Background: an optimization exercise with open tools, aiming at small area, a short achievable clock period and few clock cycles. Do not read the settings as production practice. RTL that was checked went through simulation tests only; none was proved equivalent to the original. The flow treats the clock pin as an ideal source, which a real chip does not have. Power is estimated from default activity; no workload was simulated.

==> run E <==
Design Processor, start of the top module:
module Processor (
    clk, rst, start,
    imem_addr, imem_data,
    dmem_we, dmem_addr, dmem_wdata
  );
  input clk, rst, start;
  output [19:0] imem_addr;
  input  [15:0] imem_data;
  output        dmem_we;
  output [11:0] dmem_addr;
  output [15:0] dmem_wdata;
  reg        run;               
  reg [19:0] pcx;               
  wire [19:0] pc = pcx ^ 20'h20;
  reg        d_ldm, d_std, d_add, d_not;
  reg [2:0]  rt;                
  reg [7:0]  sel_s, sel_t;      
  reg        fa_add, fa_nadd;   
  reg        fb_add, fb_nadd;   
  reg [15:0] A, B;              
  reg        e_add, e_pass, e_not, e_std;
  reg [7:0]  e_wen;             
  reg [15:0] R [0:7];
  wire go = run | start;
  wire [19:0] pc_next;
  Inc20 pc_inc (.a(pc), .ci(go), .y(pc_next));
  wire d_wr = d_ldm | d_add | d_not;
  wire       n_val = go & ~d_ldm;
  wire [4:0] n_op  = imem_data[15:11];
  wire [2:0] n_rs  = imem_data[10:8];
  wire [2:0] n_rt  = imem_data[7:5];
  wire       n_ldm = n_op == 5'd1;
  wire       hit_s = rt == n_rs;    
  wire       hit_t = rt == n_rt;
  wire [15:0] sum;
  Adder16 add (.a(A), .b(B), .s(sum));
  wire [15:0] bn     = B ^ {16{e_not}};
  wire [15:0] bx     = bn & {16{e_pass}};
  wire [15:0] result;    
  LateOr16 res_or (.s(sum), .en(e_add), .e(bx), .y(result));
  reg  [15:0] rf_s, rf_t;
  integer k;
  always @(*)
  begin
    rf_s = 16'b0;
    rf_t = 16'b0;
    for (k = 0; k < 8; k = k + 1)
    begin
      rf_s = rf_s | (R[k] & {16{sel_s[k]}});
      rf_t = rf_t | (R[k] & {16{sel_t[k]}});
    end
  end
  wire [15:0] early_s = rf_s | (bn & {16{fa_nadd}});
  wire [15:0] early_t = rf_t | (bn & {16{fb_nadd}}) | (imem_data & {16{d_ldm}});
  wire [15:0] rd_s, rd_t;
  LateOr16 fwd_s (.s(sum), .en(fa_add), .e(early_s), .y(rd_s));
  LateOr16 fwd_t (.s(sum), .en(fb_add), .e(early_t), .y(rd_t));
  ...
==> module Processor, before the edit <==
module Processor (
    clk, rst, start,
    imem_addr, imem_data,
    dmem_we, dmem_addr, dmem_wdata
  );
  input clk, rst, start;
  output [19:0] imem_addr;
  input  [15:0] imem_data;
  output        dmem_we;
  output [11:0] dmem_addr;
  output [15:0] dmem_wdata;
  reg        run;               
  reg [19:0] pcx;               
  wire [19:0] pc = pcx ^ 20'h20;
  reg        d_ldm, d_std, d_add, d_not;
  reg [2:0]  rt;                
  reg [7:0]  sel_s, sel_t;      
  reg        fa_add, fa_nadd;   
  reg        fb_add, fb_nadd;   
  reg [15:0] A, B;              
  reg        e_add, e_pass, e_not, e_std;
  reg [7:0]  e_wen;             
  reg [15:0] R [0:7];
  wire go = run | start;
  wire [19:0] pc_next;
  Inc20 pc_inc (.a(pc), .ci(go), .y(pc_next));
  wire d_wr = d_ldm | d_add | d_not;
  wire       n_val = go & ~d_ldm;
  wire [4:0] n_op  = imem_data[15:11];
  wire [2:0] n_rs  = imem_data[10:8];
  wire [2:0] n_rt  = imem_data[7:5];
  wire       n_ldm = n_op == 5'd1;
  wire       hit_s = rt == n_rs;    
  wire       hit_t = rt == n_rt;
  wire [15:0] sum;
  Adder16 add (.a(A), .b(B), .s(sum));
  wire [15:0] bn     = B ^ {16{e_not}};
  wire [15:0] bx     = bn & {16{e_pass}};
  wire [15:0] result;    
  LateOr16 res_or (.s(sum), .en(e_add), .e(bx), .y(result));
  reg  [15:0] rf_s, rf_t;
  integer k;
  always @(*)
  begin
    rf_s = 16'b0;
    rf_t = 16'b0;
    for (k = 0; k < 8; k = k + 1)
    begin
      rf_s = rf_s | (R[k] & {16{sel_s[k]}});
      rf_t = rf_t | (R[k] & {16{sel_t[k]}});
    end
  end
  wire [15:0] early_s = rf_s | (bn & {16{fa_nadd}});
  wire [15:0] early_t = rf_t | (bn & {16{fb_nadd}}) | (imem_data & {16{d_ldm}});
  wire [15:0] rd_s, rd_t;
  LateOr16 fwd_s (.s(sum), .en(fa_add), .e(early_s), .y(rd_s));
  LateOr16 fwd_t (.s(sum), .en(fb_add), .e(early_t), .y(rd_t));
  always @(posedge clk, posedge rst)
  begin
    if (rst)
    begin
      run    <= 1'b0;
      pcx    <= 20'h0;
      d_ldm  <= 1'b0;
      d_std  <= 1'b0;
      d_add  <= 1'b0;
      d_not  <= 1'b0;
      e_add  <= 1'b0;
      e_pass <= 1'b0;
      e_std  <= 1'b0;
      e_wen  <= 8'hff;
    end
    else
    begin
      run    <= go;
      pcx    <= pc_next ^ 20'h20;
      d_ldm  <= n_val & (n_op == 5'd1);
      d_std  <= n_val & (n_op == 5'd2);
      d_add  <= n_val & (n_op == 5'd3);
      d_not  <= n_val & (n_op == 5'd4);
      e_add  <= d_add;
      e_pass <= d_ldm | d_not;
      e_std  <= d_std;
      e_wen  <= ({8{d_wr}} & (8'b1 << rt)) | {8{~go}};
    end
  end
  always @(posedge clk)
  begin
    rt      <= n_rt;
    sel_s   <= (8'b1 << n_rs) & {8{~(d_wr & hit_s)}};
    sel_t   <= (8'b1 << n_rt) & {8{~((d_wr & hit_t) | n_ldm)}};
    fa_add  <= d_add & hit_s;
    fa_nadd <= (d_ldm | d_not) & hit_s;
    fb_add  <= d_add & hit_t & ~n_ldm;
    fb_nadd <= (d_ldm | d_not) & hit_t & ~n_ldm;
    A       <= rd_s;
    B       <= rd_t;
    e_not   <= d_not;
  end
  genvar g;
  generate
    for (g = 0; g < 8; g = g + 1)
    begin : regs
      always @(posedge clk)
      begin
        if (e_wen[g])
          R[g] <= result;
      end
    end
  endgenerate
  assign imem_addr  = pc;
  assign dmem_we    = e_std;
  assign dmem_addr  = B[11:0];
  assign dmem_wdata = A;
endmodule
export LEC_CHECK = 0
export CAP_MARGIN = 20
export CORE_MARGIN = 2
export CORE_UTILIZATION = 45
export PLACE_DENSITY = 0.65
export SETUP_SLACK_MARGIN = 2.0
export SLEW_MARGIN = 20
export SYNTH_HIERARCHICAL = 1
export SYNTH_MINIMUM_KEEP_SIZE = 0
create_clock -name core_clock -period 4.0 [get_ports {clk}]
run.sh (not shown) runs the stock make flow with config.mk's settings and CLKGATE_MAP_FILE= SYNTH_SCRIPT=/design/flow/synth_recipe.tcl, a recipe that flattens the netlist after the stock synthesis.
==> inputs of run C, as changes to run E <==
==> flow/flow/run.sh (new file) <==
#!/bin/bash
# The standard layout (standard.sh), with the input and output ports
# buffered by a plain buffer (sky130_fd_sc_hd__buf_2) instead of the cell
# the resizer picks by itself (a delay cell). Each tool's full output stays
# in orfs/logs/; make's own output goes to flow_make.log.
set -euo pipefail
export BUFFER_PORTS_ARGS="-buffer_cell sky130_fd_sc_hd__buf_2"
bash standard.sh finish > flow_make.log 2>&1
==> flow/standard.sh (new file) <==
#!/bin/bash
# synth_recipe.tcl (not shown) runs the flow's synth.tcl, then flattens the netlist and writes it again
# the make line also repeats each setting of config.mk as NAME=value (left out here)
make -C /OpenROAD-flow-scripts/flow DESIGN_CONFIG=/design/flow/config.mk WORK_HOME=/design/flow/orfs CLKGATE_MAP_FILE= SYNTH_SCRIPT=/design/flow/synth_recipe.tcl "${@:-finish}"
CTS_CLUSTER_DIAMETER = 100   (was not set)
CTS_CLUSTER_SIZE = 30   (was not set)
SETUP_SLACK_MARGIN = 2.25   (was 2.0)
removed: flow/run.sh
==> inputs of run K, as changes to run E <==
--- a/flow/design.v
+++ b/flow/design.v
@@ -248,7 +248,9 @@
   reg        fb_add, fb_nadd;   
   reg [15:0] A, B;              
   reg        e_add, e_pass, e_not, e_std;
-  reg [7:0]  e_wen;             
+  reg        e_we;              
+  reg        e_run;             
+  reg [2:0]  e_rt;
   reg [15:0] R [0:7];
   wire go = run | start;
   wire [19:0] pc_next;
@@ -265,8 +267,9 @@
   Adder16 add (.a(A), .b(B), .s(sum));
   wire [15:0] bn     = B ^ {16{e_not}};
   wire [15:0] bx     = bn & {16{e_pass}};
-  wire [15:0] result;    
-  LateOr16 res_or (.s(sum), .en(e_add), .e(bx), .y(result));
+  wire [15:0] result_lo, result_hi;
+  LateOr16 res_lo (.s(sum), .en(e_add), .e(bx), .y(result_lo));
+  LateOr16 res_hi (.s(sum), .en(e_add), .e(bx), .y(result_hi));
   reg  [15:0] rf_s, rf_t;
   integer k;
   always @(*)
@@ -297,7 +300,8 @@
       e_add  <= 1'b0;
       e_pass <= 1'b0;
       e_std  <= 1'b0;
-      e_wen  <= 8'hff;
+      e_we   <= 1'b0;
+      e_run  <= 1'b0;
     end
     else
     begin
@@ -310,12 +314,14 @@
       e_add  <= d_add;
       e_pass <= d_ldm | d_not;
       e_std  <= d_std;
-      e_wen  <= ({8{d_wr}} & (8'b1 << rt)) | {8{~go}};
+      e_we   <= d_wr;
+      e_run  <= go;
     end
   end
   always @(posedge clk)
   begin
     rt      <= n_rt;
+    e_rt    <= rt;
     sel_s   <= (8'b1 << n_rs) & {8{~(d_wr & hit_s)}};
     sel_t   <= (8'b1 << n_rt) & {8{~((d_wr & hit_t) | n_ldm)}};
     fa_add  <= d_add & hit_s;
@@ -332,8 +338,8 @@
     begin : regs
       always @(posedge clk)
       begin
-        if (e_wen[g])
-          R[g] <= result;
+        if ((e_we && e_rt == g) || !e_run)
+          R[g] <= (g < 4) ? result_lo : result_hi;
       end
     end
   endgenerate
==> flow/flow/run.sh (new file) <==
#!/bin/bash
# The standard layout (standard.sh) with two changes:
#  - the input and output ports are buffered by a plain buffer
#    (sky130_fd_sc_hd__buf_2) instead of the cell the resizer picks by
#    itself (a delay cell);
#  - after CTS, the level of clock buffers between the root buffer and the
#    leaf buffers is removed (flatten_tree.tcl), so that the root buffer
#    drives the leaf buffers directly: a shorter clock tree, the same for
#    every register.
# Each tool's full output stays in orfs/logs/; make's output goes to
# flow_make_*.log and the tree edit's to flow_tree.log.
set -euo pipefail
export BUFFER_PORTS_ARGS="-buffer_cell sky130_fd_sc_hd__buf_2"
bash standard.sh cts > flow_make_1.log 2>&1
export CTS_ODB=orfs/results/${FLOW_PLATFORM}/Processor/base/4_cts.odb
openroad -no_init -exit flow/flatten_tree.tcl > flow_tree.log 2>&1
bash standard.sh finish > flow_make_2.log 2>&1
==> flow/flow/flatten_tree.tcl (new file) <==
# Drive the leaf clock buffers straight from the root clock buffer: each
# buffer between them is removed and its loads are moved to the root's net.
read_db $::env(CTS_ODB)
set block [ord::get_db_block]
set root [$block findInst clkbuf_0_clk]
if {$root eq "NULL"} {
  puts "no root clock buffer clkbuf_0_clk; tree left as it is"
} else {
  set rootnet [[$root findITerm X] getNet]
  set mids {}
  foreach it [$rootnet getITerms] {
    set inst [$it getInst]
    if {$inst eq $root} { continue }
    set master [[$inst getMaster] getName]
    if {[string match sky130_fd_sc_hd__clkbuf_* $master] && [string match clkbuf_* [$inst getName]]} {
      lappend mids $inst
    }
  }
  foreach mid $mids {
    set midnet [[$mid findITerm X] getNet]
    set loads {}
    foreach it [$midnet getITerms] {
      if {[$it getInst] ne $mid} { lappend loads $it }
    }
    foreach it $loads {
      $it disconnect
      $it connect $rootnet
    }
    [$mid findITerm A] disconnect
    [$mid findITerm X] disconnect
    puts "removed [$mid getName]: [llength $loads] loads moved to [$rootnet getName]"
    odb::dbInst_destroy $mid
    odb::dbNet_destroy $midnet
  }
  write_db $::env(CTS_ODB)
}
==> flow/standard.sh (new file) <==
#!/bin/bash
# synth_recipe.tcl (not shown) runs the flow's synth.tcl, then flattens the netlist and writes it again
# the make line also repeats each setting of config.mk as NAME=value (left out here)
make -C /OpenROAD-flow-scripts/flow DESIGN_CONFIG=/design/flow/config.mk WORK_HOME=/design/flow/orfs CLKGATE_MAP_FILE= SYNTH_SCRIPT=/design/flow/synth_recipe.tcl "${@:-finish}"
CORE_UTILIZATION = 50   (was 45)
CTS_CLUSTER_DIAMETER = 100   (was not set)
CTS_CLUSTER_SIZE = 25   (was not set)
SETUP_SLACK_MARGIN = 2.05   (was 2.0)
removed: flow/run.sh
==> qor summary <==
| metric | run C | run E | run K |
|---|---|---|---|
| Compound-gate portion of the synthesized area | 17.44% | 17.44% | 18.72% |
| Cell count after placement | 1,116 | 1,116 | 1,124 |
| Area taken by multi-input logic gates | 0.004044 mm2 | 0.003777 mm2 | 0.003939 mm2 |
| Vias | 7,482 | 7,317 | 7,531 |
| Clock Network Area Fraction | 2.693% | 7.054% | 2.850% |
| Average cell area after synthesis | 11.87 um2 | 11.87 um2 | 11.74 um2 |
| Sw power | 1.424 mW | 1.541 mW | 1.339 mW |
| Buf/Inv on CP | 0 | 1 | 0 |
| Multi-input logic cell count | 527 | 527 | 544 |
| Minimum period implied by the final worst setup slack | 1.854 ns | 1.984 ns | 1.905 ns |
| Final-layout fill cell count | 1,869 | 1,862 | 1,681 |
| Switch share | 28.75% | 26.39% | 28.93% |
| Part of the total power dissipated in sequential elements | 53.7% | 45.6% | 56.5% |
| Relative contribution of the clock network to total power | 24.9% | 39.5% | 26.1% |
| Worst-case setup slack after placement | 1.941 ns | 1.290 ns | 1.920 ns |
| Combinational gate power | 1.06 mW | 0.870 mW | 0.805 mW |
| Cells resized by post-CTS repair | 155 | 109 | 10 |
| Internal power summed over all cells | 3.529 mW | 4.299 mW | 3.289 mW |
| Final HPWL DP | 17.55 mm | 17.19 mm | 19.18 mm |
| Number of cells on the critical path | 7 | 1 | 7 |
| Capturing point of the worst reg2reg path | R[0][14] | R[7][15] | R[4][15] |
| Proportion of power drawn by combinational gates | 21.4% | 14.9% | 17.4% |
| Result of the run | timing/DRC/antenna clean | timing/DRC/antenna clean | timing/DRC/antenna clean |
| Wire length on met2 | 13.50 mm | 12.94 mm | 14.75 mm |
| Non-filler instance count after layout | 1,179 | 1,183 | 1,142 |
Testbench counts of run E, summed over its fixed seeds: cycles 9,893.
Testbench counts of run C, summed over its fixed seeds: cycles 9,893.
For run K, only the layout was checked, not whether the RTL still works.

-- what the ideal ports hide --
How much do the figures lean on ideal ports? The routed layouts below were timed once more, with nothing changed but the port constraints.
Step 1: set_driving_cell puts a clkbuf_16 on clk and a buf_2 on each other input, an assumption about the parent block.
Step 2 moves the port delays by t, midway between the first and last clock arrival at a register: inputs arrive t later, outputs are due t later. That takes back most of the time a late clock gives input paths.
a / b / c = ideal / step 1 / step 2; a / b = the first two.
run	shift t [ns]	setup WS [ns]	latest minus earliest clock arrival (ns)	slew at the worst register clock pin (ns)	pins driven straight from the clock port
run E	0.562	2.016 / 1.974 / 1.560	0.016 / 0.016	0.06 / 0.06	1
run C	0.510	2.146 / 2.113 / 1.910	0.022 / 0.021	0.12 / 0.12	1
run K	0.459	2.095 / 2.084 / 1.925	0.021 / 0.020	0.11 / 0.11	1
After both steps setup and hold are still met in every run listed. The setup slack of run E, which loses most, moves by -0.042 ns with the drivers and by -0.456 ns with both steps.
